This is an optimization exercise on Yosys and OpenROAD, whose aim is small area, a short achievable clock period and few clock cycles per item, not a production implementation.
Function was checked by simulation only, so behaviour that the tests miss may differ from the original.
Power and IR drop assume default switching activity.

== job 5519 ==
// ebpc_decoder
module ebpc_decoder
  (
   input logic                     clk_i,
   input logic                     rst_ni,
   input logic [DATA_W-1:0]        bpc_i,
   input logic                     bpc_last_i,
   input logic                     bpc_vld_i,
   output logic                    bpc_rdy_o,
   input logic [DATA_W-1:0]        znz_i,
   input logic                     znz_last_i,
   input logic                     znz_vld_i,
   output logic                    znz_rdy_o,
   input logic [LOG_MAX_WORDS-1:0] num_words_i,
   input logic                     num_words_vld_i,
   output logic                    num_words_rdy_o,
   output logic [DATA_W-1:0]       data_o,
   output logic                    last_o,
   output logic                    vld_o,
   input logic                     rdy_i
   );
Size: ~270 flip-flops.
export LEC_CHECK = 0
export CAP_MARGIN = 20
export CORE_MARGIN = 2
export CORE_UTILIZATION = 40
export PLACE_DENSITY = 0.6
export SLEW_MARGIN = 20
create_clock -name core_clock -period 12.0 [get_ports {clk_i}]
standard.sh (not shown) runs the stock make flow with config.mk's settings and CLKGATE_MAP_FILE= SYNTH_SCRIPT=/design/flow/synth_recipe.tcl, a recipe that flattens the netlist after the stock synthesis.
==> flow/flow/run.sh <==
#!/bin/bash
# Standard ORFS layout with timing repair aiming for extra setup slack and
# plain buffers on the ports (the clock period and constraints are unchanged).
set -euo pipefail
bash standard.sh SETUP_SLACK_MARGIN=8.55 'BUFFER_PORTS_ARGS=-buffer_cell sky130_fd_sc_hd__buf_2' finish > standard_flow.log 2>&1
Every stage of the flow completed for job 5519, and the final layout passed the timing, DRC and antenna checks.
Testbench counts of job 5519, summed over its fixed seeds: cycles 29,214, words 28,155.
Relative to job 5519, the following input files were edited for job 8316:
# job 5519
export LEC_CHECK = 0
export CAP_MARGIN = 20
export CORE_MARGIN = 2
export CORE_UTILIZATION = 40
export PLACE_DENSITY = 0.6
export SLEW_MARGIN = 20
create_clock -name core_clock -period 12.0 [get_ports {clk_i}]
# job 8316
export LEC_CHECK = 0
export CAP_MARGIN = 20
export CORE_MARGIN = 2
export CORE_UTILIZATION = 40
export CTS_CLUSTER_DIAMETER = 100
export CTS_CLUSTER_SIZE = 20
export PLACE_DENSITY = 0.6
export SLEW_MARGIN = 20
create_clock -name core_clock -period 12.0 [get_ports {clk_i}]
==> flow/flow/run.sh <==
#!/bin/bash
# Standard ORFS layout with timing repair aiming for extra setup slack and
# plain buffers on the ports (the clock period and constraints are unchanged).
set -euo pipefail
bash standard.sh SETUP_SLACK_MARGIN=8.4 'BUFFER_PORTS_ARGS=-buffer_cell sky130_fd_sc_hd__buf_2' finish > standard_flow.log 2>&1
--- outcome ---
- [compare] base=job 5519 new=job 8316: routability congestion estimate from global placement climbed 1.1%; post-route DRC violation count roughly the same; normalized max-slew margin decreased by 0.15 points relative to the old numbers; synthesis-to-layout area growth -6.2 points.
- From job 5519 to job 8316, number of placement rows did not move at all.
- According to the power report, total power for job 8316 is lower than for job 5519.
- Job 8316 -> job 5519: fraction of the yosys area taken by sequential cells delta 0, exact match
- Compared with job 5519, in job 8316 fmax closely matched the old numbers; count of plain and timing-repair buffers saw a decrease; routed via count now smaller.
Modified inputs, job 6281 compared to job 8316
# job 8316
export LEC_CHECK = 0
export CAP_MARGIN = 20
export CORE_MARGIN = 2
export CORE_UTILIZATION = 40
export CTS_CLUSTER_DIAMETER = 100
export CTS_CLUSTER_SIZE = 20
export PLACE_DENSITY = 0.6
export SLEW_MARGIN = 20
create_clock -name core_clock -period 12.0 [get_ports {clk_i}]
# job 6281
export LEC_CHECK = 0
export CAP_MARGIN = 20
export CORE_MARGIN = 2
export CORE_UTILIZATION = 40
export CTS_CLUSTER_DIAMETER = 120
export CTS_CLUSTER_SIZE = 25
export PLACE_DENSITY = 0.6
export SLEW_MARGIN = 20
create_clock -name core_clock -period 12.0 [get_ports {clk_i}]
Compare job 8316 and job 6281 | static leakage higher: job 8316
Cmp job 6281 vs job 8316: share of cell area taken by flip-flops and latches higher in job 6281
Comparing the two runs side by side, job 6281 comes out ahead of job 8316 on worst setup slack.
Wire: job 6281 routes less than job 8316
Looking at job 8316 and job 6281, the relative slew slack is a wash.
[compare] base=job 8316 new=job 6281: total power went down by about 1.5%, utilization went down.
Comparing job 6281 with job 8316, the achievable frequency came out essentially unchanged.

-- port drivers added, routing unchanged --
The results above use ideal ports. As a check the final layouts listed here were re-extracted and re-timed, cells and wires unchanged. Step 1 (the two cells are an assumption about what drives the block):
set clk [get_ports {clk_i}]
set_driving_cell -lib_cell sky130_fd_sc_hd__clkbuf_16 $clk
set_driving_cell -lib_cell sky130_fd_sc_hd__buf_2 [delete_from_list [all_inputs] $clk]
Step 2 moves the port delays by t, midway between the first and last clock arrival at a register: inputs arrive t later, outputs are due t later. That takes back most of the time a late clock gives input paths. Slacks: ideal / step 1 / step 2; pairs: ideal / step 1.
run	t (ns)	slack for setup (ns)	worst setup path after step 2	latest minus earliest clock arrival (ns)	pins driven straight from the clock port
job 5519	0.591	8.497 / 8.449 / 8.112	input to register	0.017 / 0.017	1
job 8316	0.538	8.499 / 8.455 / 8.070	input to register	0.015 / 0.015	1
job 6281	0.532	8.504 / 8.460 / 8.078	input to register	0.021 / 0.021	1
After both steps every run listed still meets setup and hold. The setup slack of job 8316, which loses most, moves by -0.044 ns with the drivers and by -0.429 ns with both steps.
